This is an optimization exercise on Yosys and OpenROAD, whose aim is small area, a short achievable clock period and few clock cycles, not a production implementation. At most, simulation tests tie the RTL to the original design; equivalence was not proved. Only the layout flow was run in run 5; the RTL was not checked for function there. No activity file was given, so power comes from the tool's default toggle rates.

$ cat flow/flow/run.sh
#!/bin/bash
# The standard layout (the standard.sh, all ORFS steps), with three changes:
#  - Yosys's ABC maps with flow/abc_speed.script (the classic delay-targeted
#    mapper) in place of ORFS's abc_speed.script; ORFS's scripts are otherwise
#    used unchanged, from a copy in this folder;
#  - the ports get plain buf_2 buffers instead of the default delay-cell choice;
#  - clock tree synthesis uses no dummy loads.
set -euo pipefail
here=$(pwd)
rm -rf "$here/orfs_scripts"
cp -r "$FLOW_HOME/scripts" "$here/orfs_scripts"
cp "$here/flow/abc_speed.script" "$here/orfs_scripts/abc_speed.script"
bash standard.sh \
  SCRIPTS_DIR="$here/orfs_scripts" \
  BUFFER_PORTS_ARGS="-buffer_cell sky130_fd_sc_hd__buf_2" \
  CTS_ARGS="-sink_clustering_enable -repair_clock_nets -dont_use_dummy_load -buf_list {sky130_fd_sc_hd__clkbuf_4 sky130_fd_sc_hd__clkbuf_8}" \
  finish > standard.log 2>&1
$ cat flow/flow/abc_speed.script
strash
dch
map -D 1300
topo
buffer -c
upsize -c -D 1300
dnsize -c -D 1300
$ cat flow/standard.sh
#!/bin/bash
# synth_recipe.tcl (not shown) runs the flow's synth.tcl, then flattens the netlist and writes it again
# the make line also repeats each setting of config.mk as NAME=value (left out here)
make -C /OpenROAD-flow-scripts/flow DESIGN_CONFIG=/design/flow/config.mk WORK_HOME=/design/flow/orfs CLKGATE_MAP_FILE= SYNTH_SCRIPT=/design/flow/synth_recipe.tcl "${@:-finish}"
$ cat flow/config.mk
export PLATFORM = sky130hd
export DESIGN_NAME = MFE
export DESIGN_NICKNAME = MFE
export VERILOG_FILES = /design/flow/design.v
export SDC_FILE = /design/flow/constraint.sdc
export NUM_CORES = 4
export LEC_CHECK = 0
export CAP_MARGIN = 20
export CORE_MARGIN = 2
export CORE_UTILIZATION = 40
export CTS_BUF_LIST = sky130_fd_sc_hd__clkbuf_4 sky130_fd_sc_hd__clkbuf_8
export SETUP_SLACK_MARGIN = 4.5
export SLEW_MARGIN = 20
$ cat flow/constraint.sdc
create_clock -name core_clock -period 7.0 [get_ports {clk}]
set_input_delay 1.4000 -clock core_clock [delete_from_list [all_inputs] [get_ports {clk}]]
set_output_delay 1.4000 -clock core_clock [all_outputs]
set_load 0.01 [all_outputs]
$ cat flow/design.v
module MFE(clk, reset, ready, busy, iaddr, idata, data_rd, addr, data_wr, wen);
input              clk, reset;
input              ready;
output reg         busy;
output reg  [13:0] iaddr;
input       [ 7:0] idata;
input       [ 7:0] data_rd;
output reg  [13:0] addr;
output reg  [ 7:0] data_wr;
output reg         wen;
function gt8;
    input [7:0] a, b;
    reg [7:0] g1, e1;
    reg [3:0] g2, e2;
    reg [1:0] g3, e3;
    integer i;
    begin
        g1 = a & ~b;
        e1 = a | ~b;
        for (i = 0; i < 4; i = i + 1) begin
            g2[i] = g1[2*i+1] | (e1[2*i+1] & g1[2*i]);
            e2[i] = g1[2*i+1] | (e1[2*i+1] & e1[2*i]);
        end
        for (i = 0; i < 2; i = i + 1) begin
            g3[i] = g2[2*i+1] | (e2[2*i+1] & g2[2*i]);
            e3[i] = g2[2*i+1] | (e2[2*i+1] & e2[2*i]);
        end
        gt8 = g3[1] | (e3[1] & g3[0]);
    end
endfunction
reg        p_first, p_second, p_third;
reg  [1:0] pcnt;        
reg        zcol;        
reg        znew;        
wire [6:0] rrow = iaddr[13:7];
wire [6:0] rcol = iaddr[6:0];
wire       pix_ok = !((p_third && rrow == 7'd127) || (p_second && rrow == 7'd0));
reg  [7:0] r0;
reg  [7:0] q0, q1, q2;                 
wire       ce0 = gt8(q0, r0) | p_first;
wire       ce1 = gt8(q1, r0) | !p_third;
always @(posedge clk) begin
    r0 <= pix_ok ? idata : 8'd0;
    q0 <= ce0 ? r0 : q0;
    q1 <= ce0 ? q0 : (ce1 ? r0 : q1);
    q2 <= ce1 ? q1 : r0;
end
reg  [23:0] P, Q;
always @(posedge clk) begin
    Q <= P;
    P <= p_first ? {q2, q1, q0} : Q;
end
wire [7:0] ql = Q[ 7: 0];
wire [7:0] qm = Q[15: 8];
wire [7:0] qh = Q[23:16];
wire [7:0] vl = zcol ? 8'd0 : ql;
wire [7:0] vh = zcol ? 8'd0 : qh;
reg  [7:0] L, H, M;
wire gtL = gt8(ql, L) & ~zcol;
wire ltH = gt8(H, qh) | zcol;
wire [7:0] ma = qm, mb = P[15:8], mc = q1;
wire m_ab = gt8(ma, mb) & ~zcol;
wire m_ac = (gt8(ma, mc) | znew) & ~zcol;
wire m_bc = gt8(mb, mc) | znew;
wire [7:0] m_med = m_ab ? (m_bc ? mb : (m_ac ? mc : ma)) : (m_ac ? ma : (m_bc ? mc : mb));
always @(posedge clk) begin
    if (p_first | gtL) L <= vl;
    if (p_first | ltH) H <= vh;
    if (p_first) M <= m_med;
end
wire f_ab = gt8(L, M), f_ac = gt8(L, H), f_bc = gt8(M, H);
wire [7:0] f_med = f_ab ? (f_bc ? M : (f_ac ? H : L)) : (f_ac ? L : (f_bc ? H : M));
always @(posedge clk) begin
    data_wr <= f_med;
end
reg        act;
reg        last;        
always @(posedge clk or posedge reset) begin
    if (reset) begin
        busy     <= 1'b0;
        act      <= 1'b0;
        wen      <= 1'b0;
        last     <= 1'b0;
        p_first  <= 1'b0;
        p_second <= 1'b0;
        p_third  <= 1'b1;
        pcnt     <= 2'd0;
    end else begin
        wen <= act && p_first && pcnt == 2'd3;
        last <= act && p_first && pcnt == 2'd3 && iaddr == 14'd2;
        if (!act) begin
            pcnt <= 2'd0;
            if (ready) begin
                busy     <= 1'b1;
                act      <= 1'b1;
                p_first  <= 1'b1;
                p_third  <= 1'b0;
            end
        end else begin
            p_first  <= p_third;
            p_second <= p_first;
            p_third  <= p_second;
            if (p_first && pcnt != 2'd3) pcnt <= pcnt + 2'd1;
            if (last) begin
                busy     <= 1'b0;
                act      <= 1'b0;
                p_first  <= 1'b0;
                p_second <= 1'b0;
                p_third  <= 1'b1;
            end
        end
    end
end
always @(posedge clk) begin
    zcol <= (p_second && rcol == 7'd1) || (p_third && rcol == 7'd2);
    znew <= rcol == 7'd1;
    if (!act && !ready) iaddr <= 14'd16256;
    else                 iaddr <= iaddr + (p_second ? 14'd16129 : 14'd128);
    addr <= iaddr - 14'd3;
end
endmodule
==> results of run 1 <==
## path summary, 6_finish.rpt
| kind | startpoint | end | slack (ns) |
|---|---|---|---|
| setup / recovery | iaddr[1] | iaddr[1] | 4.58 |
| setup reg to reg | Q[9] | M[0] | 4.67 |
| hold reg to reg | P[6] | Q[6] | 0.31 |
| hold / removal | P[6] | Q[6] | 0.31 |
| min in group asynchronous | reset | act | 0.91 |
| max in group asynchronous | reset | p_third | 5.78 |
## synth_stat cells (3+ instances only)
cell                       instances  area, sq um
sky130_fd_sc_hd__buf_6             3         33.8
sky130_fd_sc_hd__dfxtp_1         102         2040
sky130_fd_sc_hd__nand2_1          92          345
sky130_fd_sc_hd__nor2_1           81          304
sky130_fd_sc_hd__nor3_1            4         20.0
sky130_fd_sc_hd__xnor2_1           3         26.3
sky130_fd_sc_hd__clkbuf_1         11         41.3
sky130_fd_sc_hd__o21ai_0          82          410
sky130_fd_sc_hd__a32oi_1           7         61.3
sky130_fd_sc_hd__inv_2             8         30.0
sky130_fd_sc_hd__buf_2            11         55.1
sky130_fd_sc_hd__o21ai_1          27          135
sky130_fd_sc_hd__o22ai_1          25          156
sky130_fd_sc_hd__dfrtp_1           8          200
sky130_fd_sc_hd__inv_1            94          353
sky130_fd_sc_hd__a31oi_1           7         43.8
sky130_fd_sc_hd__a22oi_1          10         75.1
sky130_fd_sc_hd__a221oi_1          3         26.3
sky130_fd_sc_hd__a221oi_2          3         45.0
sky130_fd_sc_hd__o211ai_1          9         67.6
sky130_fd_sc_hd__a21oi_1          60          300
sky130_fd_sc_hd__o32a_1            7         70.1
sky130_fd_sc_hd__xor2_1            9         78.8
sky130_fd_sc_hd__nand3_1          20          100
sky130_fd_sc_hd__ha_1             12          150
sky130_fd_sc_hd__edfxtp_1         40         1200
## registers in the layout (all words and copies together) (netlist names), 2 cells and up
name	flops
q0	8
r0	8
pcnt	2
iaddr	14
H	8
q2	8
data_wr	8
Q	24
L	8
addr	14
M	8
P	24
q1	8
## per-stage QoR
stage               std cells  total power, mW  instance area, sq um
floorplan                 778             3.12                  6740
global placement         1026             3.56                  7170
detailed placement       1026             3.59                  7180
CTS                      1043             4.10                  7420
global route             1043             4.49                  7460
finish                   1043             4.10                  7460
## cells by family (layout without fill, tap and decap cells)
logic type,after synthesis,after routing,share of synthesized area
buffers and inverters,130,175,0.0789
and+or+nand+nor,208,208,0.126
adders and majority gates,14,14,0.0254
AOI/OAI and AO/OA,263,263,0.239
DFF,151,151,0.515
xor gates and xnor gates,12,12,0.0156
## per-layer routing
metal	share of wire	up-vias
li1	-	2788
met1	0.52	2435
met2	0.44	115
met3	0.037	11
met4	0.0079	0
met5	0	-
## power by group
part	total (mW)	switching, mW	internal, mW
registers	1.66	0.306	1.35
logic	1.96	1.21	0.750
clock network	0.490	0.276	0.214
total	4.10	1.79	2.31
## layout make-up
class,count,area [sq um],area share
Inverter,103,389,0.0521
Tap cell,220,275,0.0369
Clock buffer,17,234,0.0314
Multi-Input combinational cell,497,2790,0.373
Sequential cell,151,3480,0.467
Timing Repair Buffer,55,293,0.0392
## repair_timing
action	CTS	global route
resized for setup	5	13
setup endpoints to repair	5	24
hold buffers	0	0
cloned	0	0
==> summary.txt, run 1 <==
DIE
----------------------------------------------------------------------------------------
Die Ht                                                                            134 um
Number of placement rows                                                              47
Die W                                                                             134 um
Floorplan die area                                                           17900 sq um
Initial Util                                                                       0.408
Area of the placeable core                                                   16500 sq um
Number of top-level design ports                                                      57

DETAILED ROUTING
----------------------------------------------------------------------------------------
Detailed Route WL                                                                14.4 mm
Detailed-route DRC error count                                                         0
Post-detailed-route via-to-cell ratio                                               5.13
Count of antenna-violating nets left after detailed routing                            0
Number of vias in the routed layout                                                 5349
Iteration-0 DRC count of the detailed router                                         373
First-pass DRT Iterations                                                              5
Final routed wire length divided by cell count                                   13.8 um

TIMING
----------------------------------------------------------------------------------------
Worst slew margin relative to its limit                                            0.401
Final Critical Period                                                            2.42 ns
Timing-limited maximum frequency                                                 413 MHz
Setup TNS after final layout                                                        0 ns
Number of setup violations in the final report                                         0
Post-route worst setup slack                                                     4.58 ns
Final Max Slew Viols                                                                   0
Setup repair after global routing missed its margin                                   no
Worst slew pin tran                                                             0.897 ns
Min Hold Slack                                                                  0.315 ns
Clk_skew                                                                       0.0306 ns
Count of endpoints failing hold in the final timing report                             0
Portion of the clock cycle consumed by the worst path in the final layout          0.346

WORST SETUP PATH
----------------------------------------------------------------------------------------
CP delay by family, top                                                       flip-flops
Critical path, cell by cell                                                        buf_2
Worst endpoint data arrival time                                                 1.02 ns
Worst-case reg-to-reg path depth                                                      10
Kind of start point of the critical path                                       flip-flop
Buffering stage count on the worst path with inverters included                        1
CP endpoint kind                                                              output pin
Cell with the largest stage delay on the worst path                         sky130_fd_sc_hd__dfxtp_2
Start-to-end type of the worst setup path                                        reg2out
Data required time at the worst endpoint                                         5.60 ns
Worst path max stage delay                                                       0.42 ns
CP Depth                                                                               1
Crit path max fanout                                                                   8

SYNTHESIS
----------------------------------------------------------------------------------------
Sequential element share of the synthesized area                                   0.515
Mean cell area of the mapped netlist                                          8.66 sq um
Post-synth cell types                                                                 54
Netlist Area Pre-Place                                                        6740 sq um
Number of enable-type register cells in the synthesized netlist                       40
Post-synthesis register bit count                                                    151
Number of warnings reported in the yosys synthesis log                                 1
Post-Synthesis Net Count                                                             809
Number of cells produced by synthesis                                                778
Commonest register cell after synthesis                                     sky130_fd_sc_hd__dfxtp_1
FFs w/ async S/R, synth                                                           0.0596

GLOBAL ROUTING
----------------------------------------------------------------------------------------
Global-route wire length before repair                                           23.9 mm
Number of global-route vias before repair                                           4822
Pin count of the biggest net entering global routing                                  60
Global-route met3 utilization                                                     0.0397
Busiest grt layer                                                                   met2
Remaining global-route overflow                                                        0
Global routing met2 resource utilization                                           0.245
Number of antenna violations at the first check in global routing                      0
Global router's overall resource usage                                             0.167
Global-route track usage on met1                                                   0.242

CELLS AND AREA
----------------------------------------------------------------------------------------
Number of nets in the layout                                                         856
Fin util                                                                           0.452
Commonest non-fill, non-tap cells in the layout                             94 x sky130_fd_sc_hd__inv_1, 92 x sky130_fd_sc_hd__nand2_1, 91 x sky130_fd_sc_hd__dfxtp_1
Antenna Cells                                                                          0
Area Growth Syn to Fin                                                             10.7%
Filler cell count in the final layout                                               1633
Proportion of layout cells with a drive suffix above 1                             0.143
Most frequent standard cell in the layout excluding fill and tap cells      sky130_fd_sc_hd__inv_1

PLACED DESIGN
----------------------------------------------------------------------------------------
Detailed-placement wirelength estimate                                           10.2 mm
Buffers added on ports                                                                48
Final estimated routing congestion in global placement                             0.801
Placement Setup Slack                                                            4.53 ns

PWR
----------------------------------------------------------------------------------------
Power density normalized to cell area                                        550 nW/um^2
Worst vdd ir                                                                  0.000300 V
LEAKAGE                                                                          3.20 nW

CLOCKING
----------------------------------------------------------------------------------------
CTS Sinks                                                                            151
Cell at the root of the clock tree                                          sky130_fd_sc_hd__clkbuf_8
CTS H-tree depth                                                                       4
Worst skew pair latency                                                          0.45 ns
Maximum clock path buffer count                                                        2
TritonCTS clock tree                                                                 yes
Number of clock buffers inserted by TritonCTS                                         17
Setup repair bufs after CTS                                                            0
Clock slew at the register clock pins of the worst setup and hold paths          0.08 ns

HOLD PATH
----------------------------------------------------------------------------------------
Classification of the worst-slack hold path                                      reg2reg
Worst hold path depth                                                                  0

STATUS
----------------------------------------------------------------------------------------
Outcome                                                         timing/DRC/antenna clean

JOB
----------------------------------------------------------------------------------------
Number of max-cap violations                                                           0

Testbench counts, summed over its fixed seeds: cycles 393,296.
==> inputs of run 2 (changes only) <==
--- a/flow/design.v
+++ b/flow/design.v
@@ -114,7 +114,7 @@
 always @(posedge clk) begin
     zcol <= (p_second && rcol == 7'd1) || (p_third && rcol == 7'd2);
     znew <= rcol == 7'd1;
-    if (!act && !ready) iaddr <= 14'd16256;
+    if ((!act && !ready) || last) iaddr <= 14'd16256;
     else                 iaddr <= iaddr + (p_second ? 14'd16129 : 14'd128);
     addr <= iaddr - 14'd3;
 end
==> summary.txt, run 2 <==
GLOBAL ROUTING
----------------------------------------------------------------------------------------
Pin count of the biggest net entering global routing                                  60
Global-route track usage on met1                                                   0.229
Global router's overall resource usage                                             0.164
Number of global-route vias before repair                                           4859
Remaining global-route overflow                                                        0
Global routing met2 resource utilization                                           0.252
Busiest grt layer                                                                   met2
Global-route wire length before repair                                           23.3 mm
Number of antenna violations at the first check in global routing                      0
Global-route met3 utilization                                                     0.0407

STATUS
----------------------------------------------------------------------------------------
Outcome                                                         timing/DRC/antenna clean

WORST SETUP PATH
----------------------------------------------------------------------------------------
Worst endpoint data arrival time                                                 1.04 ns
Start-to-end type of the worst setup path                                        reg2out
CP endpoint kind                                                              output pin
Cell with the largest stage delay on the worst path                         sky130_fd_sc_hd__dfxtp_1
Worst path max stage delay                                                       0.44 ns
Crit path max fanout                                                                   6
Critical path, cell by cell                                                        buf_2
CP delay by family, top                                                       flip-flops
Buffering stage count on the worst path with inverters included                        1
Data required time at the worst endpoint                                         5.60 ns
Kind of start point of the critical path                                       flip-flop

DIE
----------------------------------------------------------------------------------------
Initial Util                                                                       0.407
Number of placement rows                                                              47
Floorplan die area                                                           17800 sq um
Die Ht                                                                            133 um
Number of top-level design ports                                                      57
Area of the placeable core                                                   16500 sq um
Die W                                                                             133 um

SYNTHESIS
----------------------------------------------------------------------------------------
Count leader, synth                                                         sky130_fd_sc_hd__nand2_1
Post-synthesis xor/xnor area fraction                                             0.0170
Main area contributors after synthesis                                      sky130_fd_sc_hd__dfxtp_1 30%, sky130_fd_sc_hd__edfxtp_1 18%, sky130_fd_sc_hd__a21oi_1 6.7%
Number of warnings reported in the yosys synthesis log                                 1
Main combinational cell family by area after synthesis                      compound AO/OA/AOI/OAI gates
Fraction of synthesized cell area taken by the top area cell type                  0.305
Most used standard cells in the synthesized netlist                         103 x sky130_fd_sc_hd__nand2_1, 102 x sky130_fd_sc_hd__dfxtp_1, 90 x sky130_fd_sc_hd__a21oi_1
Library cell occupying the most area in the post-synthesis netlist          sky130_fd_sc_hd__dfxtp_1
Netlist Area Pre-Place                                                        6710 sq um
Sequential element share of the synthesized area                                   0.517
Mean cell area of the mapped netlist                                          8.57 sq um
Number of cells produced by synthesis                                                782
Commonest register cell after synthesis                                     sky130_fd_sc_hd__dfxtp_1
Number of enable-type register cells in the synthesized netlist                       40
Adder-cell area share of the yosys netlist                                        0.0241
Simple-gate share of the synthesized area                                          0.128
Multiplexer share of the synthesized area                                              0
Area fraction in compound gates after synthesis                                    0.240
Post-Synthesis Net Count                                                             813
Post-synthesis register bit count                                                    151
Post-synth cell types                                                                 53
FFs w/ async S/R, synth                                                           0.0596

TIMING
----------------------------------------------------------------------------------------
Count of endpoints failing hold in the final timing report                             0
Post-route worst setup slack                                                     4.56 ns
Setup repair after global routing missed its margin                                  yes
Portion of the clock cycle consumed by the worst path in the final layout          0.349
Setup TNS after final layout                                                        0 ns
Min Hold Slack                                                                  0.324 ns
Number of setup violations in the final report                                         0
Final Critical Period                                                            2.44 ns
Clk_skew                                                                       0.0253 ns
Timing-limited maximum frequency                                                 409 MHz
Worst slew pin tran                                                             0.724 ns
Worst slew margin relative to its limit                                            0.517
Final Max Slew Viols                                                                   0

DETAILED ROUTING
----------------------------------------------------------------------------------------
Detailed Route WL                                                                14.3 mm
Final routed wire length divided by cell count                                   13.5 um
Number of vias in the routed layout                                                 5402
Count of antenna-violating nets left after detailed routing                            0
Post-detailed-route via-to-cell ratio                                               5.11
Detailed-route DRC error count                                                         0
First-pass DRT Iterations                                                              5
Iteration-0 DRC count of the detailed router                                         364

CLOCKING
----------------------------------------------------------------------------------------
TritonCTS clock tree                                                                 yes
CTS H-tree depth                                                                       4
Maximum clock path buffer count                                                        2
Worst skew pair latency                                                          0.46 ns
Clock slew at the register clock pins of the worst setup and hold paths          0.07 ns
CTS Sinks                                                                            151
Number of clock buffers inserted by TritonCTS                                         17
Cell at the root of the clock tree                                          sky130_fd_sc_hd__clkbuf_8

CELLS AND AREA
----------------------------------------------------------------------------------------
Antenna Cells                                                                          0
Commonest non-fill, non-tap cells in the layout                             103 x sky130_fd_sc_hd__nand2_1, 93 x sky130_fd_sc_hd__dfxtp_1, 90 x sky130_fd_sc_hd__a21oi_1
Proportion of layout cells with a drive suffix above 1                             0.154
Registers with the most flip-flops                                          P x24, Q x24
Fin util                                                                           0.455
Area Growth Syn to Fin                                                             11.7%
Number of standard cells in the final layout excluding fillers                      1058
Number of nets in the layout                                                         871
Most frequent standard cell in the layout excluding fill and tap cells      sky130_fd_sc_hd__nand2_1

PLACED DESIGN
----------------------------------------------------------------------------------------
Final estimated routing congestion in global placement                             0.862
# placed instances                                                                  1037
Placement Setup Slack                                                            4.29 ns
Detailed-placement wirelength estimate                                           10.3 mm
Buffers added on ports                                                                48

PWR
----------------------------------------------------------------------------------------
Worst vdd ir                                                                  0.000263 V
Power density normalized to cell area                                        556 nW/um^2
LEAKAGE                                                                          3.24 nW

JOB
----------------------------------------------------------------------------------------
Number of max-cap violations                                                           0

HOLD PATH
----------------------------------------------------------------------------------------
Classification of the worst-slack hold path                                      reg2reg

==> run 2: changes by cell type after synthesis, sizes merged, moves of 4 or more <==
cell    before  now
a21oi       62   92
clkbuf      12    8
nand2       94  105
nand3       20   15
nor2        82   78
o211ai       9    5
o21ai      111  104
o32a         7    0
==> run 2: final timing paths <==
| kind | startpoint | end | slack (ns) | depth (start not counted) |
|---|---|---|---|---|
| min in group asynchronous | reset | act | 0.91 | 2 |
| setup / recovery | iaddr[4] | iaddr[4] | 4.56 | 1 |
| setup reg to reg | q0[2] | q1[4] | 4.63 | 7 |
| hold reg to reg | P[23] | Q[23] | 0.32 | 0 |
| hold / removal | P[23] | Q[23] | 0.32 | 0 |
| max in group asynchronous | reset | p_third | 5.79 | 2 |
==> run 2: cell type report <==
type / count / area [sq um]
multi-input cells: 508 / 2790
well taps: 220 / 275
inverters: 102 / 385
fillers: 1684 / 8970
clock buffers: 17 / 234
flip-flops and latches: 151 / 3480
repair buffers: 60 / 330
==> run 2: kinds of logic after synthesis <==
kind of cell	Yosys count
buf+inv	123
flops	151
compound gates	270
xor+xnor	13
fa+ha+maj	13
simple gates	212
==> run 2: metal layers <==
| metal | vias to the layer above | share of wire |
|---|---|---|
| li1 | 2812 | - |
| met2 | 120 | 0.44 |
| met1 | 2459 | 0.51 |
| met4 | 0 | 0.013 |
| met5 | - | 0 |
| met3 | 11 | 0.037 |
==> run 2: repair_timing <==
item / 4_1_cts / 5_1_grt
buffers inserted: 1 / 3
hold endpoints to repair: 0 / 0
hold buffers: 0 / 0
gates resized for setup: 11 / 5
setup endpoints to repair: 24 / 15
pin swaps: 1 / 1
==> run 2: power breakdown <==
group,leakage (nW),switching [mW],internal [mW]
Combinational,1.74,1.22,0.766
Clock,0.122,0.271,0.214
Sequential,1.38,0.337,1.35
Total,3.24,1.83,2.33
==> run 2: through the flow <==
| step | power (mW) | cell area, sq um |
|---|---|---|
| after floorplan | 3.15 | 6710 |
| after global placement | 3.60 | 7170 |
| after detailed placement | 3.63 | 7170 |
| after CTS | 4.16 | 7440 |
| after global routing | 4.54 | 7490 |
| final | 4.16 | 7490 |
Testbench counts of run 2, summed over its fixed seeds: cycles 393,296.
==> inputs of run 3 (changes only) <==
--- a/flow/config.mk
+++ b/flow/config.mk
@@ -7,7 +7,8 @@
 export LEC_CHECK = 0
 export CAP_MARGIN = 20
 export CORE_MARGIN = 2
-export CORE_UTILIZATION = 40
+export CORE_UTILIZATION = 70
 export CTS_BUF_LIST = sky130_fd_sc_hd__clkbuf_4 sky130_fd_sc_hd__clkbuf_8
+export PLACE_DENSITY = 0.8
 export SETUP_SLACK_MARGIN = 4.5
 export SLEW_MARGIN = 20
==> summary.txt, run 3 <==
TIMING
----------------------------------------------------------------------------------------
Number of setup violations in the final report                                         0
Final Critical Period                                                            2.44 ns
Min Hold Slack                                                                  0.305 ns
Setup repair after global routing missed its margin                                  yes
Final Max Slew Viols                                                                   0
Worst slew margin relative to its limit                                            0.505
Worst slew pin tran                                                             0.742 ns
Timing-limited maximum frequency                                                 410 MHz
Count of endpoints failing hold in the final timing report                             0
Portion of the clock cycle consumed by the worst path in the final layout          0.349
Clk_skew                                                                       0.0412 ns
Setup TNS after final layout                                                        0 ns
Post-route worst setup slack                                                     4.56 ns

WORST SETUP PATH
----------------------------------------------------------------------------------------
Cell with the largest stage delay on the worst path                         sky130_fd_sc_hd__dfxtp_1
CP endpoint kind                                                              output pin
Worst R2R Setup Slack                                                            4.67 ns
Buffering stage count on the worst path with inverters included                        1
Worst r2r src                                                                      q1[7]
Start-to-end type of the worst setup path                                        reg2out
Data required time at the worst endpoint                                         5.60 ns
Critical path, cell by cell                                                        buf_2
Kind of start point of the critical path                                       flip-flop
Worst endpoint data arrival time                                                 1.04 ns
Worst-case reg-to-reg path depth                                                      10
CP delay by family, top                                                       flip-flops
Worst path max stage delay                                                       0.45 ns
Crit path max fanout                                                                   6
Capture point of the worst reg-to-reg path                                          M[2]

DETAILED ROUTING
----------------------------------------------------------------------------------------
Final routed wire length divided by cell count                                   15.4 um
First-pass DRT Iterations                                                              4
Number of vias in the routed layout                                                 5783
Detailed-route DRC error count                                                         0
Post-detailed-route via-to-cell ratio                                               5.95
Detailed Route WL                                                                15.0 mm
Iteration-0 DRC count of the detailed router                                         419
Count of antenna-violating nets left after detailed routing                            0

CELLS AND AREA
----------------------------------------------------------------------------------------
Fin area                                                                      7410 sq um
Area Growth Syn to Fin                                                             10.5%
Number of nets in the layout                                                         876
Antenna Cells                                                                          0
Proportion of layout cells with a drive suffix above 1                             0.158
Commonest non-fill, non-tap cells in the layout                             103 x sky130_fd_sc_hd__nand2_1, 94 x sky130_fd_sc_hd__dfxtp_1, 90 x sky130_fd_sc_hd__a21oi_1
Most frequent standard cell in the layout excluding fill and tap cells      sky130_fd_sc_hd__nand2_1
Registers with the most flip-flops                                          P x24, Q x24

STATUS
----------------------------------------------------------------------------------------
Outcome                                                         timing/DRC/antenna clean

PLACED DESIGN
----------------------------------------------------------------------------------------
Buffers added on ports                                                                48
Placed cell areas                                                             7040 sq um
Detailed-placement wirelength estimate                                           10.6 mm
Placement Setup Slack                                                            4.23 ns
Final estimated routing congestion in global placement                             0.908

SYNTHESIS
----------------------------------------------------------------------------------------
Library cell occupying the most area in the post-synthesis netlist          sky130_fd_sc_hd__dfxtp_1
Number of warnings reported in the yosys synthesis log                                 1
Most used standard cells in the synthesized netlist                         103 x sky130_fd_sc_hd__nand2_1, 102 x sky130_fd_sc_hd__dfxtp_1, 90 x sky130_fd_sc_hd__a21oi_1
Post-Synthesis Net Count                                                             813
Commonest register cell after synthesis                                     sky130_fd_sc_hd__dfxtp_1
Post-synthesis register bit count                                                    151
Fraction of synthesized cell area taken by the top area cell type                  0.305
FFs w/ async S/R, synth                                                           0.0596
Number of cells produced by synthesis                                                782
Post-synth cell types                                                                 53
Sequential element share of the synthesized area                                   0.517
Netlist Area Pre-Place                                                        6710 sq um
Mean cell area of the mapped netlist                                          8.57 sq um
Number of enable-type register cells in the synthesized netlist                       40
Main area contributors after synthesis                                      sky130_fd_sc_hd__dfxtp_1 30%, sky130_fd_sc_hd__edfxtp_1 18%, sky130_fd_sc_hd__a21oi_1 6.7%
Count leader, synth                                                         sky130_fd_sc_hd__nand2_1

PWR
----------------------------------------------------------------------------------------
LEAKAGE                                                                          3.26 nW
Power density normalized to cell area                                        579 nW/um^2
Worst vdd ir                                                                  0.000274 V

GLOBAL ROUTING
----------------------------------------------------------------------------------------
Number of antenna violations at the first check in global routing                      0
Number of global-route vias before repair                                           5141
Pin count of the biggest net entering global routing                                  60
Remaining global-route overflow                                                        0
Global-route wire length before repair                                           24.2 mm
Global router's overall resource usage                                             0.297

DIE
----------------------------------------------------------------------------------------
Die Ht                                                                            102 um
Floorplan die area                                                           10400 sq um
Number of placement rows                                                              35
Number of top-level design ports                                                      57
Area of the placeable core                                                    9280 sq um
Initial Util                                                                       0.722
Die W                                                                             102 um

CLOCKING
----------------------------------------------------------------------------------------
Number of clock buffers inserted by TritonCTS                                         17
CTS H-tree depth                                                                       4
Cell at the root of the clock tree                                          sky130_fd_sc_hd__clkbuf_8
TritonCTS clock tree                                                                 yes
CTS Sinks                                                                            151
Maximum clock path buffer count                                                        2
Worst skew pair latency                                                          0.44 ns
Clock slew at the register clock pins of the worst setup and hold paths          0.10 ns
Hold buffer count at cts                                                               0

HOLD PATH
----------------------------------------------------------------------------------------
Hold Path Origin                                                                    P[1]
Worst Hold Path EP                                                                  Q[1]
Classification of the worst-slack hold path                                      reg2reg
Worst hold path depth                                                                  0

JOB
----------------------------------------------------------------------------------------
Number of max-cap violations                                                           0

[run 3: repair_timing]
action	in CTS	in global routing
endpoints found under the setup margin	25	29
gates resized for setup	7	8
pin swaps	0	3
buffers inserted	0	10
gates cloned	0	1
[run 3: kinds of logic (layout without fill, tap and decap cells)]
family | Yosys count | in the layout | synth area share
flops | 151 | 151 | 0.517
compound gates | 270 | 271 | 0.240
simple gates | 212 | 212 | 0.128
buf+inv | 123 | 183 | 0.0741
fa+ha+maj | 13 | 13 | 0.0241
xor+xnor | 13 | 13 | 0.0170
[run 3: cell type report]
type / instances / area, sq um
sequential: 151 / 3480
multi-input combinational: 509 / 2780
fill: 679 / 1870
tap: 129 / 161
clock buffer: 17 / 234
timing repair buffer: 64 / 364
inverter: 102 / 385
[run 3: stage by stage]
stage	std cells	utilization	total power, mW
floorplan	782	-	3.15
global placement	943	0.758	3.53
detailed placement	944	0.759	3.64
CTS	961	0.786	4.15
global route	972	0.798	4.64
finish	972	0.798	4.29
[run 3: worst max-delay path by stage]
| stage | slack, ns | start | endpoint | cells after the start |
|---|---|---|---|---|
| 2_1_floorplan | 4.74 | H[2] | H[0] | 6 |
| 3_3_place_gp | 4.16 | q1[1] | M[4] | 8 |
| 3_5_place_dp | 4.23 | L[2] | L[0] | 11 |
| 4_1_cts | 4.50 | L[2] | L[2] | 11 |
| 5_1_grt | 4.48 | L[2] | L[2] | 11 |
| 6_report | 4.56 | iaddr[7] | iaddr[7] | 1 |
[run 3: report_power, final]
| group | total [mW] | switching [mW] | internal [mW] |
|---|---|---|---|
| clock | 0.480 | 0.265 | 0.214 |
| combinational | 2.12 | 1.32 | 0.795 |
| sequential | 1.69 | 0.337 | 1.35 |
[run 3: layer usage]
layer,GRT usage,up-vias,share of wire
li1,-,2822,-
met1,0.429,2672,0.44
met2,0.450,251,0.46
met3,0.0561,38,0.076
met4,0.109,0,0.019
met5,0,-,0
==> inputs of run 4 (changes only) <==
--- a/flow/config.mk
+++ b/flow/config.mk
@@ -7,8 +7,8 @@
 export LEC_CHECK = 0
 export CAP_MARGIN = 20
 export CORE_MARGIN = 2
-export CORE_UTILIZATION = 70
+export CORE_UTILIZATION = 55
 export CTS_BUF_LIST = sky130_fd_sc_hd__clkbuf_4 sky130_fd_sc_hd__clkbuf_8
-export PLACE_DENSITY = 0.8
+export PLACE_DENSITY = 0.65
 export SETUP_SLACK_MARGIN = 4.5
 export SLEW_MARGIN = 20
==> summary.txt, run 4 <==
WORST SETUP PATH
----------------------------------------------------------------------------------------
CP endpoint kind                                                              output pin
Cell with the largest stage delay on the worst path                         sky130_fd_sc_hd__dfxtp_1
Buffering stage count on the worst path with inverters included                        1
Crit path capture                                                               iaddr[4]
Crit path max fanout                                                                   6
Critical path, cell by cell                                                        buf_2
CP delay by family, top                                                       flip-flops
Worst endpoint data arrival time                                                 1.02 ns
CP Depth                                                                               1
Worst path max stage delay                                                       0.42 ns
Data required time at the worst endpoint                                         5.60 ns
Worst R2R Setup Slack                                                            4.62 ns
Capture point of the worst reg-to-reg path                                          L[0]
Worst r2r src                                                                       L[2]
Start-to-end type of the worst setup path                                        reg2out
Kind of start point of the critical path                                       flip-flop
Worst-case reg-to-reg path depth                                                      11
Critical Path Source                                                            iaddr[4]

SYNTHESIS
----------------------------------------------------------------------------------------
Simple-gate share of the synthesized area                                          0.128
Main area contributors after synthesis                                      sky130_fd_sc_hd__dfxtp_1 30%, sky130_fd_sc_hd__edfxtp_1 18%, sky130_fd_sc_hd__a21oi_1 6.7%
Post-synthesis xor/xnor area fraction                                             0.0170
Number of enable-type register cells in the synthesized netlist                       40
Post-Synthesis Net Count                                                             813
Mean cell area of the mapped netlist                                          8.57 sq um
Area fraction in compound gates after synthesis                                    0.240
Sequential element share of the synthesized area                                   0.517
Number of warnings reported in the yosys synthesis log                                 1
Post-synthesis register bit count                                                    151
Count leader, synth                                                         sky130_fd_sc_hd__nand2_1
Netlist Area Pre-Place                                                        6710 sq um
Multiplexer share of the synthesized area                                              0
Most used standard cells in the synthesized netlist                         103 x sky130_fd_sc_hd__nand2_1, 102 x sky130_fd_sc_hd__dfxtp_1, 90 x sky130_fd_sc_hd__a21oi_1
Library cell occupying the most area in the post-synthesis netlist          sky130_fd_sc_hd__dfxtp_1
Number of cells produced by synthesis                                                782
Post-synth cell types                                                                 53
Commonest register cell after synthesis                                     sky130_fd_sc_hd__dfxtp_1
FFs w/ async S/R, synth                                                           0.0596
Adder-cell area share of the yosys netlist                                        0.0241
Main combinational cell family by area after synthesis                      compound AO/OA/AOI/OAI gates
Fraction of synthesized cell area taken by the top area cell type                  0.305

CLOCKING
----------------------------------------------------------------------------------------
CTS Sinks                                                                            151
Number of clock buffers inserted by TritonCTS                                         17
Clock slew at the register clock pins of the worst setup and hold paths          0.07 ns
TritonCTS clock tree                                                                 yes
Maximum clock path buffer count                                                        2
Worst skew pair latency                                                          0.44 ns
CTS H-tree depth                                                                       4
Cell at the root of the clock tree                                          sky130_fd_sc_hd__clkbuf_8

DETAILED ROUTING
----------------------------------------------------------------------------------------
Post-detailed-route via-to-cell ratio                                               5.69
Wire length on met2                                                              7.27 mm
Met3 wire len                                                                     696 um
Max Used Layer                                                                      met4
Detailed-routing wirelength on met1                                              7.09 mm
Final routed wire length divided by cell count                                   15.6 um
Detailed-route DRC error count                                                         0
Iteration-0 DRC count of the detailed router                                         488
Number of vias in the routed layout                                                 5589
Count of antenna-violating nets left after detailed routing                            0
First-pass DRT Iterations                                                              5
Detailed Route WL                                                                15.4 mm

PLACED DESIGN
----------------------------------------------------------------------------------------
# placed instances                                                                   960
Detailed-placement wirelength estimate                                           11.0 mm
Buffers added on ports                                                                48
Final estimated routing congestion in global placement                             0.861

GLOBAL ROUTING
----------------------------------------------------------------------------------------
Global-route wire length before repair                                           25.7 mm
Remaining global-route overflow                                                        0
Number of global-route vias before repair                                           5267
Pin count of the biggest net entering global routing                                  60
Number of antenna violations at the first check in global routing                      0
Global router's overall resource usage                                             0.252

TIMING
----------------------------------------------------------------------------------------
Final Max Slew Viols                                                                   0
Number of setup violations in the final report                                         0
Count of endpoints failing hold in the final timing report                             0
Min Hold Slack                                                                  0.321 ns
Setup TNS after final layout                                                        0 ns
Setup repair after global routing missed its margin                                   no
Timing-limited maximum frequency                                                 413 MHz
Portion of the clock cycle consumed by the worst path in the final layout          0.346
Final Critical Period                                                            2.42 ns
Worst slew pin tran                                                              1.02 ns
Worst slew margin relative to its limit                                            0.314
Clk_skew                                                                       0.0153 ns

DIE
----------------------------------------------------------------------------------------
Die Ht                                                                            114 um
Area of the placeable core                                                   12000 sq um
Initial Util                                                                       0.561
Number of placement rows                                                              40
Floorplan die area                                                           13100 sq um
Die W                                                                             114 um
Number of top-level design ports                                                      57

CELLS AND AREA
----------------------------------------------------------------------------------------
Antenna Cells                                                                          0
Area Growth Syn to Fin                                                             10.6%
Most frequent standard cell in the layout excluding fill and tap cells      sky130_fd_sc_hd__nand2_1
Commonest non-fill, non-tap cells in the layout                             103 x sky130_fd_sc_hd__nand2_1, 92 x sky130_fd_sc_hd__dfxtp_1, 90 x sky130_fd_sc_hd__a21oi_1
Proportion of layout cells with a drive suffix above 1                             0.154
Registers with the most flip-flops                                          P x24, Q x24
Number of standard cells in the final layout excluding fillers                       983
Number of nets in the layout                                                         869

HOLD PATH
----------------------------------------------------------------------------------------
Classification of the worst-slack hold path                                      reg2reg
Worst hold path depth                                                                  0

PWR
----------------------------------------------------------------------------------------
Worst vdd ir                                                                  0.000251 V
Power density normalized to cell area                                        578 nW/um^2
LEAKAGE                                                                          3.23 nW
Total power                                                                      4.29 mW

STATUS
----------------------------------------------------------------------------------------
Outcome                                                         timing/DRC/antenna clean

JOB
----------------------------------------------------------------------------------------
Number of max-cap violations                                                           0

## run 4: cell counts after synthesis
No cell type changed its count.
## run 4: logic make-up after synthesis
logic type / count (synthesis)
adder cells (fa/ha/maj): 13
XOR/XNOR: 13
AO/OA/AOI/OAI: 270
flip-flops: 151
buffers and inverters: 123
AND/OR/NAND/NOR: 212
## run 4: timing repair
action | in CTS | in global routing
setup endpoints to repair | 33 | 17
hold buffers | 0 | 0
pin swaps | 1 | 2
gates cloned | 0 | 1
gates resized for setup | 14 | 5
buffers inserted | 1 | 4
## run 4: power by group
part / switching (mW) / internal (mW) / total, mW
clock network: 0.264 / 0.214 / 0.478
logic: 1.30 / 0.805 / 2.11
registers: 0.344 / 1.36 / 1.70
total: 1.91 / 2.38 / 4.29
## run 4: worst min-delay path by stage
stage          start  slack (ns)  endpoint
6_report        P[0]        0.32      Q[0]
5_1_grt        P[18]        0.33     Q[18]
4_1_cts        P[16]        0.32     Q[16]
3_5_place_dp   P[16]        0.31     Q[16]
3_3_place_gp   P[16]        0.31     Q[16]
2_1_floorplan   P[0]        0.31      Q[0]
## run 4: metal layers
layer / up-vias / GRT usage
met5: - / 0
li1: 2808 / -
met3: 26 / 0.0535
met4: 0 / 0.0886
met2: 169 / 0.406
met1: 2586 / 0.337
## run 4: stage by stage
stage	cell area, sq um	utilization	worst slack (ns)
after detailed placement	7060	0.590	4.23
after global routing	7410	0.620	4.50
after floorplan	6710	-	4.74
after global placement	7040	0.589	4.09
after CTS	7350	0.614	4.50
final	7410	0.620	4.58
## run 4: layout make-up
cell class | count | area, sq um
multi-input cells | 509 | 2800
well taps | 147 | 184
inverters | 102 | 385
repair buffers | 57 | 328
flip-flops and latches | 151 | 3480
clock buffers | 17 | 234
fillers | 1045 | 4550
==> inputs of run 5 (changes only) <==
--- a/flow/design.v
+++ b/flow/design.v
@@ -87,7 +87,7 @@
         pcnt     <= 2'd0;
     end else begin
         wen <= act && p_first && pcnt == 2'd3;
-        last <= act && p_first && pcnt == 2'd3 && iaddr == 14'd2;
+        last <= act && p_first && pcnt == 2'd3 && addr == 14'd16255;
         if (!act) begin
             pcnt <= 2'd0;
             if (ready) begin
@@ -114,7 +114,7 @@
 always @(posedge clk) begin
     zcol <= (p_second && rcol == 7'd1) || (p_third && rcol == 7'd2);
     znew <= rcol == 7'd1;
-    if ((!act && !ready) || last) iaddr <= 14'd16256;
+    if (!act && !ready) iaddr <= 14'd16256;
     else                 iaddr <= iaddr + (p_second ? 14'd16129 : 14'd128);
     addr <= iaddr - 14'd3;
 end
--- a/flow/config.mk
+++ b/flow/config.mk
@@ -7,8 +7,7 @@
 export LEC_CHECK = 0
 export CAP_MARGIN = 20
 export CORE_MARGIN = 2
-export CORE_UTILIZATION = 55
+export CORE_UTILIZATION = 40
 export CTS_BUF_LIST = sky130_fd_sc_hd__clkbuf_4 sky130_fd_sc_hd__clkbuf_8
-export PLACE_DENSITY = 0.65
 export SETUP_SLACK_MARGIN = 4.5
 export SLEW_MARGIN = 20
==> summary.txt, run 5 <==
DIE
----------------------------------------------------------------------------------------
Floorplan die area                                                           17900 sq um
Die Ht                                                                            134 um
Area of the placeable core                                                   16500 sq um
Number of placement rows                                                              47
Initial Util                                                                       0.408
Number of top-level design ports                                                      57
Die W                                                                             134 um

CLOCKING
----------------------------------------------------------------------------------------
Cell at the root of the clock tree                                          sky130_fd_sc_hd__clkbuf_8
Clock slew at the register clock pins of the worst setup and hold paths          0.08 ns
TritonCTS clock tree                                                                 yes
Worst skew pair latency                                                          0.43 ns
Number of clock buffers inserted by TritonCTS                                         17
CTS Sinks                                                                            151
Maximum clock path buffer count                                                        2
CTS H-tree depth                                                                       4

SYNTHESIS
----------------------------------------------------------------------------------------
Number of enable-type register cells in the synthesized netlist                       40
Post-Synthesis Net Count                                                             823
Number of cells produced by synthesis                                                792
Post-synth cell types                                                                 46
Main combinational cell family by area after synthesis                      compound AO/OA/AOI/OAI gates
Count leader, synth                                                         sky130_fd_sc_hd__nand2_1
Multiplexer share of the synthesized area                                              0
Adder-cell area share of the yosys netlist                                        0.0254
Fraction of synthesized cell area taken by the top area cell type                  0.303
Number of warnings reported in the yosys synthesis log                                 1
Area fraction in compound gates after synthesis                                    0.231
Post-synthesis xor/xnor area fraction                                             0.0182
Post-synthesis register bit count                                                    151
Simple-gate share of the synthesized area                                          0.132
Netlist Area Pre-Place                                                        6740 sq um
Library cell occupying the most area in the post-synthesis netlist          sky130_fd_sc_hd__dfxtp_1
FFs w/ async S/R, synth                                                           0.0596
Sequential element share of the synthesized area                                   0.514
Mean cell area of the mapped netlist                                          8.52 sq um
Most used standard cells in the synthesized netlist                         116 x sky130_fd_sc_hd__nand2_1, 107 x sky130_fd_sc_hd__inv_1, 102 x sky130_fd_sc_hd__dfxtp_1
Main area contributors after synthesis                                      sky130_fd_sc_hd__dfxtp_1 30%, sky130_fd_sc_hd__edfxtp_1 18%, sky130_fd_sc_hd__o21ai_0 6.8%
Commonest register cell after synthesis                                     sky130_fd_sc_hd__dfxtp_1

TIMING
----------------------------------------------------------------------------------------
Setup TNS after final layout                                                        0 ns
Number of setup violations in the final report                                         0
Portion of the clock cycle consumed by the worst path in the final layout          0.346
Worst slew pin tran                                                             0.828 ns
Min Hold Slack                                                                  0.315 ns
Final Max Slew Viols                                                                   0
Clk_skew                                                                       0.0200 ns
Timing-limited maximum frequency                                                 412 MHz
Count of endpoints failing hold in the final timing report                             0
Final Critical Period                                                            2.43 ns
Worst slew margin relative to its limit                                            0.448
Setup repair after global routing missed its margin                                   no

CELLS AND AREA
----------------------------------------------------------------------------------------
Filler cell count in the final layout                                               1626
Most frequent standard cell in the layout excluding fill and tap cells      sky130_fd_sc_hd__nand2_1
Number of standard cells in the final layout excluding fillers                      1062
Commonest non-fill, non-tap cells in the layout                             114 x sky130_fd_sc_hd__nand2_1, 107 x sky130_fd_sc_hd__inv_1, 92 x sky130_fd_sc_hd__dfxtp_1
Number of nets in the layout                                                         875
Antenna Cells                                                                          0
Registers with the most flip-flops                                          P x24, Q x24
Area occupied by registers                                                    3480 sq um
Area Growth Syn to Fin                                                             11.7%
Total area of multi-input combinational cells                                 2810 sq um
Proportion of layout cells with a drive suffix above 1                             0.137

PLACED DESIGN
----------------------------------------------------------------------------------------
Buffers added on ports                                                                48
# placed instances                                                                  1042
Final estimated routing congestion in global placement                             0.869
Detailed-placement wirelength estimate                                           10.5 mm

WORST SETUP PATH
----------------------------------------------------------------------------------------
Kind of start point of the critical path                                       flip-flop
CP endpoint kind                                                              output pin
Worst path max stage delay                                                       0.43 ns
CP Depth                                                                               1
Buffering stage count on the worst path with inverters included                        1
Start-to-end type of the worst setup path                                        reg2out
Crit path max fanout                                                                   6
Worst-case reg-to-reg path depth                                                      10
Critical path, cell by cell                                                        buf_2
Cell with the largest stage delay on the worst path                         sky130_fd_sc_hd__dfxtp_1
Worst endpoint data arrival time                                                 1.03 ns
CP delay by family, top                                                       flip-flops
Data required time at the worst endpoint                                         5.60 ns

PWR
----------------------------------------------------------------------------------------
Switching part of the total                                                        0.434
NetSw                                                                            1.69 mW
Total power                                                                      3.89 mW
Internal power summed over all cells                                             2.21 mW
Clock network fraction of design power                                             0.124
Worst vdd ir                                                                  0.000241 V
Power density normalized to cell area                                        517 nW/um^2
Portion of total power attributed to combinational logic                           0.459
LEAKAGE                                                                          3.29 nW
Sequential group share of total power                                              0.416

DETAILED ROUTING
----------------------------------------------------------------------------------------
Wire length on met2                                                              6.07 mm
Number of vias in the routed layout                                                 5358
Final routed wire length divided by cell count                                   13.6 um
Detailed Route WL                                                                14.5 mm
Max Used Layer                                                                      met4
Detailed-routing wirelength on met1                                              7.60 mm
Met3 wire len                                                                     609 um
Iteration-0 DRC count of the detailed router                                         359
Detailed-route DRC error count                                                         0
Count of antenna-violating nets left after detailed routing                            0
Post-detailed-route via-to-cell ratio                                               5.05
First-pass DRT Iterations                                                              5

GLOBAL ROUTING
----------------------------------------------------------------------------------------
Remaining global-route overflow                                                        0
Pin count of the biggest net entering global routing                                  57
Global router's overall resource usage                                             0.166
Number of global-route vias before repair                                           4822
Global-route wire length before repair                                           23.7 mm
Number of antenna violations at the first check in global routing                      0

STATUS
----------------------------------------------------------------------------------------
Outcome                                                         timing/DRC/antenna clean

JOB
----------------------------------------------------------------------------------------
Number of max-cap violations                                                           0

HOLD PATH
----------------------------------------------------------------------------------------
Worst hold path depth                                                                  0
Classification of the worst-slack hold path                                      reg2reg

-- run 5: final timing paths --
kind                            startpoint        to  slack (ns)
worst max-delay path              iaddr[0]  iaddr[0]        4.57
worst min-delay path                  P[7]      Q[7]        0.32
worst max register to register        Q[9]      M[0]        4.71
worst min register to register        P[7]      Q[7]        0.32
max in group asynchronous            reset   p_third        5.79
min in group asynchronous            reset      busy        0.91
-- run 5: cell type report --
class / count / area share
Tap cell: 220 / 0.0366
Inverter: 111 / 0.0553
Sequential cell: 151 / 0.463
Timing Repair Buffer: 57 / 0.0405
Multi-Input combinational cell: 506 / 0.374
Clock buffer: 17 / 0.0311
-- run 5: power by group through the flow --
| stage | clock network, mW | logic [mW] | registers [mW] |
|---|---|---|---|
| floorplan | 0 | 1.31 | 1.59 |
| global placement | 0 | 1.70 | 1.63 |
| detailed placement | 0 | 1.73 | 1.63 |
| CTS | 0.505 | 1.74 | 1.62 |
| global route | 0.539 | 2.03 | 1.67 |
| finish | 0.485 | 1.79 | 1.62 |
-- run 5: per-layer routing --
metal,vias to the layer above,global-route usage
met5,-,0
met4,0,0.0520
met3,15,0.0385
met2,104,0.234
met1,2425,0.249
li1,2814,-
-- run 5: stage by stage --
| stage | worst slack, ns | util | instance area [sq um] |
|---|---|---|---|
| after floorplan | 4.71 | - | 6740 |
| after global placement | 4.22 | 0.435 | 7190 |
| after detailed placement | 4.23 | 0.435 | 7190 |
| after CTS | 4.50 | 0.450 | 7430 |
| after global routing | 4.50 | 0.456 | 7530 |
| final | 4.57 | 0.456 | 7530 |
-- run 5: cell families after synthesis --
| kind of cell | count (synthesis) |
|---|---|
| flops | 151 |
| fa+ha+maj | 14 |
| buf+inv | 135 |
| compound gates | 256 |
| xor+xnor | 14 |
| simple gates | 222 |
-- run 5: repair_timing --
action	4_1_cts	5_1_grt
buffers inserted	0	3
hold buffers	0	0
resized for setup	7	16
cloned	0	0
endpoints found under the setup margin	21	32
==> inputs of run 6 (changes only) <==
--- a/flow/design.v
+++ b/flow/design.v
@@ -87,7 +87,7 @@
         pcnt     <= 2'd0;
     end else begin
         wen <= act && p_first && pcnt == 2'd3;
-        last <= act && p_first && pcnt == 2'd3 && addr == 14'd16255;
+        last <= act && p_first && pcnt == 2'd3 && iaddr == 14'd2;
         if (!act) begin
             pcnt <= 2'd0;
             if (ready) begin
@@ -114,7 +114,7 @@
 always @(posedge clk) begin
     zcol <= (p_second && rcol == 7'd1) || (p_third && rcol == 7'd2);
     znew <= rcol == 7'd1;
-    if (!act && !ready) iaddr <= 14'd16256;
+    if ((!act && !ready) || last) iaddr <= 14'd16256;
     else                 iaddr <= iaddr + (p_second ? 14'd16129 : 14'd128);
     addr <= iaddr - 14'd3;
 end
--- a/flow/flow/run.sh
+++ b/flow/flow/run.sh
@@ -13,5 +13,5 @@
 bash standard.sh \
   SCRIPTS_DIR="$here/orfs_scripts" \
   BUFFER_PORTS_ARGS="-buffer_cell sky130_fd_sc_hd__buf_2" \
-  CTS_ARGS="-sink_clustering_enable -repair_clock_nets -dont_use_dummy_load -buf_list {sky130_fd_sc_hd__clkbuf_4 sky130_fd_sc_hd__clkbuf_8}" \
+  CTS_ARGS="-repair_clock_nets -dont_use_dummy_load -buf_list {sky130_fd_sc_hd__clkbuf_8}" \
   finish > standard.log 2>&1
==> summary.txt, run 6 <==
PWR
----------------------------------------------------------------------------------------
Switching part of the total                                                        0.439
LEAKAGE                                                                          3.24 nW
Worst vdd ir                                                                  0.000263 V
NetSw                                                                            1.83 mW
Clock network fraction of design power                                             0.117
Sequential group share of total power                                              0.407
Portion of total power attributed to combinational logic                           0.477
Power density normalized to cell area                                        556 nW/um^2
Internal power summed over all cells                                             2.33 mW

DIE
----------------------------------------------------------------------------------------
Number of top-level design ports                                                      57
Number of placement rows                                                              47
Die Ht                                                                            133 um
Die W                                                                             133 um
Floorplan die area                                                           17800 sq um
Initial Util                                                                       0.407
Area of the placeable core                                                   16500 sq um

WORST SETUP PATH
----------------------------------------------------------------------------------------
Capture point of the worst reg-to-reg path                                         q1[4]
Buffering stage count on the worst path with inverters included                        1
Critical path, cell by cell                                                        buf_2
Worst endpoint data arrival time                                                 1.04 ns
Start-to-end type of the worst setup path                                        reg2out
Worst path max stage delay                                                       0.44 ns
Cell with the largest stage delay on the worst path                         sky130_fd_sc_hd__dfxtp_1
Worst R2R Setup Slack                                                            4.63 ns
Worst r2r src                                                                      q0[2]
Crit path max fanout                                                                   6
CP Depth                                                                               1
Kind of start point of the critical path                                       flip-flop
Worst-case reg-to-reg path depth                                                       7
Data required time at the worst endpoint                                         5.60 ns
CP delay by family, top                                                       flip-flops
CP endpoint kind                                                              output pin

TIMING
----------------------------------------------------------------------------------------
Min Hold Slack                                                                  0.324 ns
Timing-limited maximum frequency                                                 409 MHz
Worst slew margin relative to its limit                                            0.517
Clk_skew                                                                       0.0253 ns
Worst slew pin tran                                                             0.724 ns
Number of setup violations in the final report                                         0
Setup TNS after final layout                                                        0 ns
Portion of the clock cycle consumed by the worst path in the final layout          0.349
Setup repair after global routing missed its margin                                  yes
Count of endpoints failing hold in the final timing report                             0
Final Max Slew Viols                                                                   0
Final Critical Period                                                            2.44 ns

CELLS AND AREA
----------------------------------------------------------------------------------------
Registers with the most flip-flops                                          P x24, Q x24
Number of nets in the layout                                                         871
Most frequent standard cell in the layout excluding fill and tap cells      sky130_fd_sc_hd__nand2_1
Commonest non-fill, non-tap cells in the layout                             103 x sky130_fd_sc_hd__nand2_1, 93 x sky130_fd_sc_hd__dfxtp_1, 90 x sky130_fd_sc_hd__a21oi_1
Area Growth Syn to Fin                                                             11.7%
Proportion of layout cells with a drive suffix above 1                             0.154
Antenna Cells                                                                          0

DETAILED ROUTING
----------------------------------------------------------------------------------------
Detailed Route WL                                                                14.3 mm
Iteration-0 DRC count of the detailed router                                         364
First-pass DRT Iterations                                                              5
Post-detailed-route via-to-cell ratio                                               5.11
Number of vias in the routed layout                                                 5402
Final routed wire length divided by cell count                                   13.5 um
Detailed-route DRC error count                                                         0
Count of antenna-violating nets left after detailed routing                            0

SYNTHESIS
----------------------------------------------------------------------------------------
Netlist Area Pre-Place                                                        6710 sq um
Count leader, synth                                                         sky130_fd_sc_hd__nand2_1
Number of cells produced by synthesis                                                782
Post-synthesis register bit count                                                    151
Post-Synthesis Net Count                                                             813
Fraction of synthesized cell area taken by the top area cell type                  0.305
Commonest register cell after synthesis                                     sky130_fd_sc_hd__dfxtp_1
Most used standard cells in the synthesized netlist                         103 x sky130_fd_sc_hd__nand2_1, 102 x sky130_fd_sc_hd__dfxtp_1, 90 x sky130_fd_sc_hd__a21oi_1
Library cell occupying the most area in the post-synthesis netlist          sky130_fd_sc_hd__dfxtp_1
Main area contributors after synthesis                                      sky130_fd_sc_hd__dfxtp_1 30%, sky130_fd_sc_hd__edfxtp_1 18%, sky130_fd_sc_hd__a21oi_1 6.7%
Post-synth cell types                                                                 53
Mean cell area of the mapped netlist                                          8.57 sq um
Number of enable-type register cells in the synthesized netlist                       40
FFs w/ async S/R, synth                                                           0.0596
Number of warnings reported in the yosys synthesis log                                 1
Sequential element share of the synthesized area                                   0.517

CLOCKING
----------------------------------------------------------------------------------------
Cell at the root of the clock tree                                          sky130_fd_sc_hd__clkbuf_8
CTS Sinks                                                                            151
CTS H-tree depth                                                                       4
Clock slew at the register clock pins of the worst setup and hold paths          0.07 ns
TritonCTS clock tree                                                                 yes
Number of clock buffers inserted by TritonCTS                                         17
Worst skew pair latency                                                          0.46 ns
Maximum clock path buffer count                                                        2
Hold buffer count at cts                                                               0

HOLD PATH
----------------------------------------------------------------------------------------
Worst Hold Path EP                                                                 Q[23]
Worst hold path depth                                                                  0
Hold Path Origin                                                                   P[23]
Classification of the worst-slack hold path                                      reg2reg

GLOBAL ROUTING
----------------------------------------------------------------------------------------
Global-route wire length before repair                                           23.3 mm
Global router's overall resource usage                                             0.164
Pin count of the biggest net entering global routing                                  60
Number of antenna violations at the first check in global routing                      0
Number of global-route vias before repair                                           4859
Remaining global-route overflow                                                        0

PLACED DESIGN
----------------------------------------------------------------------------------------
Detailed-placement wirelength estimate                                           10.3 mm
Final estimated routing congestion in global placement                             0.862
Buffers added on ports                                                                48

JOB
----------------------------------------------------------------------------------------
Number of max-cap violations                                                           0

STATUS
----------------------------------------------------------------------------------------
Outcome                                                         timing/DRC/antenna clean

-- run 6: changes by cell type after synthesis, moves of 8 or more --
cell                       delta
sky130_fd_sc_hd__nand2_1     -13
sky130_fd_sc_hd__o21ai_1     +15
sky130_fd_sc_hd__inv_2       +13
sky130_fd_sc_hd__clkbuf_1     -8
sky130_fd_sc_hd__inv_1       -23
sky130_fd_sc_hd__o21ai_0     -18
sky130_fd_sc_hd__a21oi_1     +22
-- run 6: repair_timing --
| item | 4_1_cts | 5_1_grt |
|---|---|---|
| buffers inserted | 1 | 3 |
| cloned | 0 | 0 |
| gates resized for setup | 11 | 5 |
| hold endpoints to repair | 0 | 0 |
| pin swaps | 1 | 1 |
| setup endpoints to repair | 24 | 15 |
-- run 6: worst max-delay path by stage --
stage	from	to	slack, ns
global route	p_second	iaddr[12]	4.49
finish	iaddr[4]	iaddr[4]	4.56
detailed placement	ready	iaddr[13]	4.29
floorplan	H[2]	H[0]	4.74
CTS	iaddr[9]	iaddr[9]	4.50
global placement	ready	iaddr[9]	4.32
-- run 6: cell type report --
class | count | area (sq um)
clock buffer | 17 | 234
multi-input combinational | 508 | 2790
tap | 220 | 275
timing repair buffer | 60 | 330
sequential | 151 | 3480
inverter | 102 | 385
fill | 1684 | 8970
-- run 6: power by group through the flow --
stage / Sequential [mW] / Clock (mW) / Combinational [mW]
3_3_place_gp: 1.70 / 0 / 1.91
6_report: 1.69 / 0.485 / 1.98
4_1_cts: 1.69 / 0.506 / 1.96
3_5_place_dp: 1.70 / 0 / 1.93
5_1_grt: 1.75 / 0.539 / 2.25
2_1_floorplan: 1.66 / 0 / 1.49
-- run 6: stage by stage --
stage / power [mW] / area (sq um) / utilization / instances / setup slack, ns
final: 4.16 / 7490 / 0.455 / 1058 / 4.56
after global routing: 4.54 / 7490 / 0.455 / 1058 / 4.49
after CTS: 4.16 / 7440 / 0.452 / 1055 / 4.50
after detailed placement: 3.63 / 7170 / 0.435 / 1037 / 4.29
after global placement: 3.60 / 7170 / 0.435 / 1037 / 4.32
after floorplan: 3.15 / 6710 / - / 782 / 4.74
-- run 6: metal layers --
layer / global-route usage / vias up / part of all wire
met2: 0.252 / 120 / 0.44
li1: - / 2812 / -
met5: 0 / - / 0
met3: 0.0407 / 11 / 0.037
met1: 0.229 / 2459 / 0.51
met4: 0.0479 / 0 / 0.013
-- run 6: logic make-up (layout without fill, tap and decap cells) --
family,count (synthesis),count (layout),share of synthesized area
xor gates and xnor gates,13,13,0.0170
adders and majority gates,13,13,0.0241
buffers and inverters,123,179,0.0741
AOI/OAI and AO/OA,270,270,0.240
and+or+nand+nor,212,212,0.128
DFF,151,151,0.517
Testbench counts of run 6, summed over its fixed seeds: cycles 393,296.
==> inputs of run 7 (changes only) <==
--- a/flow/flow/run.sh
+++ b/flow/flow/run.sh
@@ -13,5 +13,5 @@
 bash standard.sh \
   SCRIPTS_DIR="$here/orfs_scripts" \
   BUFFER_PORTS_ARGS="-buffer_cell sky130_fd_sc_hd__buf_2" \
-  CTS_ARGS="-repair_clock_nets -dont_use_dummy_load -buf_list {sky130_fd_sc_hd__clkbuf_8}" \
+  CTS_ARGS="-sink_clustering_enable -sink_clustering_size 40 -sink_clustering_max_diameter 300 -sink_clustering_levels 1 -repair_clock_nets -dont_use_dummy_load -buf_list {sky130_fd_sc_hd__clkbuf_8}" \
   finish > standard.log 2>&1
==> summary.txt, run 7 <==
JOB
----------------------------------------------------------------------------------------
Number of max-cap violations                                                           0

CELLS AND AREA
----------------------------------------------------------------------------------------
Most frequent standard cell in the layout excluding fill and tap cells      sky130_fd_sc_hd__nand2_1
Proportion of layout cells with a drive suffix above 1                             0.154
Number of nets in the layout                                                         871
Registers with the most flip-flops                                          P x24, Q x24
Area Growth Syn to Fin                                                             11.7%
Antenna Cells                                                                          0
Number of standard cells in the final layout excluding fillers                      1058
Fin area                                                                      7490 sq um
Fin util                                                                           0.455
Filler cell count in the final layout                                               1684
Commonest non-fill, non-tap cells in the layout                             103 x sky130_fd_sc_hd__nand2_1, 93 x sky130_fd_sc_hd__dfxtp_1, 90 x sky130_fd_sc_hd__a21oi_1

TIMING
----------------------------------------------------------------------------------------
Final Critical Period                                                            2.44 ns
Clk_skew                                                                       0.0253 ns
Worst slew pin tran                                                             0.724 ns
Worst slew margin relative to its limit                                            0.517
Setup repair after global routing missed its margin                                  yes
Number of setup violations in the final report                                         0
Min Hold Slack                                                                  0.324 ns
Timing-limited maximum frequency                                                 409 MHz
Post-route worst setup slack                                                     4.56 ns
Setup TNS after final layout                                                        0 ns
Portion of the clock cycle consumed by the worst path in the final layout          0.349
Final Max Slew Viols                                                                   0
Count of endpoints failing hold in the final timing report                             0

HOLD PATH
----------------------------------------------------------------------------------------
Classification of the worst-slack hold path                                      reg2reg
Worst hold path depth                                                                  0
Worst Hold Path EP                                                                 Q[23]
Hold Path Origin                                                                   P[23]

DIE
----------------------------------------------------------------------------------------
Die Ht                                                                            133 um
Floorplan die area                                                           17800 sq um
Number of placement rows                                                              47
Die W                                                                             133 um
Number of top-level design ports                                                      57
Area of the placeable core                                                   16500 sq um
Initial Util                                                                       0.407

STATUS
----------------------------------------------------------------------------------------
Outcome                                                         timing/DRC/antenna clean

SYNTHESIS
----------------------------------------------------------------------------------------
Number of warnings reported in the yosys synthesis log                                 1
Sequential element share of the synthesized area                                   0.517
Commonest register cell after synthesis                                     sky130_fd_sc_hd__dfxtp_1
Fraction of synthesized cell area taken by the top area cell type                  0.305
Mean cell area of the mapped netlist                                          8.57 sq um
Library cell occupying the most area in the post-synthesis netlist          sky130_fd_sc_hd__dfxtp_1
Main combinational cell family by area after synthesis                      compound AO/OA/AOI/OAI gates
Multiplexer share of the synthesized area                                              0
Area fraction in compound gates after synthesis                                    0.240
Post-Synthesis Net Count                                                             813
Most used standard cells in the synthesized netlist                         103 x sky130_fd_sc_hd__nand2_1, 102 x sky130_fd_sc_hd__dfxtp_1, 90 x sky130_fd_sc_hd__a21oi_1
Number of enable-type register cells in the synthesized netlist                       40
Count leader, synth                                                         sky130_fd_sc_hd__nand2_1
Post-synth cell types                                                                 53
Number of cells produced by synthesis                                                782
Main area contributors after synthesis                                      sky130_fd_sc_hd__dfxtp_1 30%, sky130_fd_sc_hd__edfxtp_1 18%, sky130_fd_sc_hd__a21oi_1 6.7%
FFs w/ async S/R, synth                                                           0.0596
Post-synthesis xor/xnor area fraction                                             0.0170
Adder-cell area share of the yosys netlist                                        0.0241
Simple-gate share of the synthesized area                                          0.128
Netlist Area Pre-Place                                                        6710 sq um
Post-synthesis register bit count                                                    151

DETAILED ROUTING
----------------------------------------------------------------------------------------
Detailed-route DRC error count                                                         0
Count of antenna-violating nets left after detailed routing                            0
Number of vias in the routed layout                                                 5402
Post-detailed-route via-to-cell ratio                                               5.11
Iteration-0 DRC count of the detailed router                                         364
Final routed wire length divided by cell count                                   13.5 um
First-pass DRT Iterations                                                              5
Detailed Route WL                                                                14.3 mm

GLOBAL ROUTING
----------------------------------------------------------------------------------------
Number of global-route vias before repair                                           4859
Number of antenna violations at the first check in global routing                      0
Pin count of the biggest net entering global routing                                  60
Global-route wire length before repair                                           23.3 mm
Global router's overall resource usage                                             0.164
Remaining global-route overflow                                                        0

WORST SETUP PATH
----------------------------------------------------------------------------------------
Buffering stage count on the worst path with inverters included                        1
CP endpoint kind                                                              output pin
Critical path, cell by cell                                                        buf_2
Worst r2r src                                                                      q0[2]
Worst path max stage delay                                                       0.44 ns
Worst endpoint data arrival time                                                 1.04 ns
Kind of start point of the critical path                                       flip-flop
Worst-case reg-to-reg path depth                                                       7
Worst R2R Setup Slack                                                            4.63 ns
Crit path max fanout                                                                   6
Cell with the largest stage delay on the worst path                         sky130_fd_sc_hd__dfxtp_1
CP delay by family, top                                                       flip-flops
Capture point of the worst reg-to-reg path                                         q1[4]
Start-to-end type of the worst setup path                                        reg2out
Data required time at the worst endpoint                                         5.60 ns

PWR
----------------------------------------------------------------------------------------
LEAKAGE                                                                          3.24 nW
Power density normalized to cell area                                        556 nW/um^2
Total power                                                                      4.16 mW
Worst vdd ir                                                                  0.000263 V

PLACED DESIGN
----------------------------------------------------------------------------------------
Detailed-placement wirelength estimate                                           10.3 mm
Placement Setup Slack                                                            4.29 ns
Final estimated routing congestion in global placement                             0.862
Placed cell areas                                                             7170 sq um
Buffers added on ports                                                                48
# placed instances                                                                  1037

CLOCKING
----------------------------------------------------------------------------------------
Number of clock buffers inserted by TritonCTS                                         17
CTS Sinks                                                                            151
TritonCTS clock tree                                                                 yes
CTS H-tree depth                                                                       4
Clock slew at the register clock pins of the worst setup and hold paths          0.07 ns
Worst skew pair latency                                                          0.46 ns
Hold buffer count at cts                                                               0
Maximum clock path buffer count                                                        2
Cell at the root of the clock tree                                          sky130_fd_sc_hd__clkbuf_8

run 7: cell counts after synthesis:
No cell type changed its count.
run 7: how the worst max path moves through the flow:
stage / from / endpoint / slack (ns) / cells after the start
3_5_place_dp: ready / iaddr[13] / 4.29 / 6
3_3_place_gp: ready / iaddr[9] / 4.32 / 6
6_report: iaddr[4] / iaddr[4] / 4.56 / 1
2_1_floorplan: H[2] / H[0] / 4.74 / 6
5_1_grt: p_second / iaddr[12] / 4.49 / 11
4_1_cts: iaddr[9] / iaddr[9] / 4.50 / 1
run 7: layout make-up:
type	instances	area, sq um	area share
flip-flops and latches	151	3480	0.465
clock buffers	17	234	0.0312
inverters	102	385	0.0514
well taps	220	275	0.0367
repair buffers	60	330	0.0441
multi-input cells	508	2790	0.372
run 7: layer usage:
metal	up-vias	track usage	part of all wire	routed length (um)
met5	-	0	0	0
met4	0	0.0479	0.013	182
met3	11	0.0407	0.037	524
met2	120	0.252	0.44	6270
met1	2459	0.229	0.51	7330
li1	2812	-	-	-
run 7: timing repair:
item | in CTS | in global routing
resized for setup | 11 | 5
pin swaps | 1 | 1
setup endpoints to repair | 24 | 15
setup buffers | 1 | 3
run 7: report_power, final:
group	switching (mW)	total, mW	internal, mW
sequential	0.337	1.69	1.35
clock	0.271	0.485	0.214
combinational	1.22	1.98	0.766
run 7: cell families after synthesis:
logic type / after synthesis
fa+ha+maj: 13
simple gates: 212
buf+inv: 123
compound gates: 270
flops: 151
xor+xnor: 13

## separate check: timing with driven ports
In the flow no input, the clock included, has a driving cell. The finished layouts below were timed again as built, in two steps. Step 1 assumes that a clkbuf_16 drives the clock port and a buf_2 every other input. Step 2 moves the port delays by t, midway between the first and last clock arrival at a register: inputs arrive t later, outputs are due t later. That takes back most of the time a late clock gives input paths. a / b / c = ideal / step 1 / step 2; a / b = the first two.
run | t, ns | setup WS [ns] | latest minus earliest clock arrival (ns)
run 1 | 0.472 | 4.576 / 4.537 / 4.670 | 0.031 / 0.032
run 2 | 0.479 | 4.556 / 4.519 / 4.260 | 0.029 / 0.029
run 3 | 0.451 | 4.559 / 4.525 / 4.223 | 0.041 / 0.041
run 4 | 0.465 | 4.577 / 4.540 / 4.305 | 0.016 / 0.016
run 5 | 0.460 | 4.575 / 4.537 / 4.700 | 0.020 / 0.020
run 6 | 0.479 | 4.556 / 4.519 / 4.260 | 0.029 / 0.029
run 7 | 0.479 | 4.556 / 4.519 / 4.260 | 0.029 / 0.029
After both steps setup and hold are still met in every run listed. The setup slack of run 3, which loses most, moves by -0.034 ns with the drivers and by -0.336 ns with both steps.
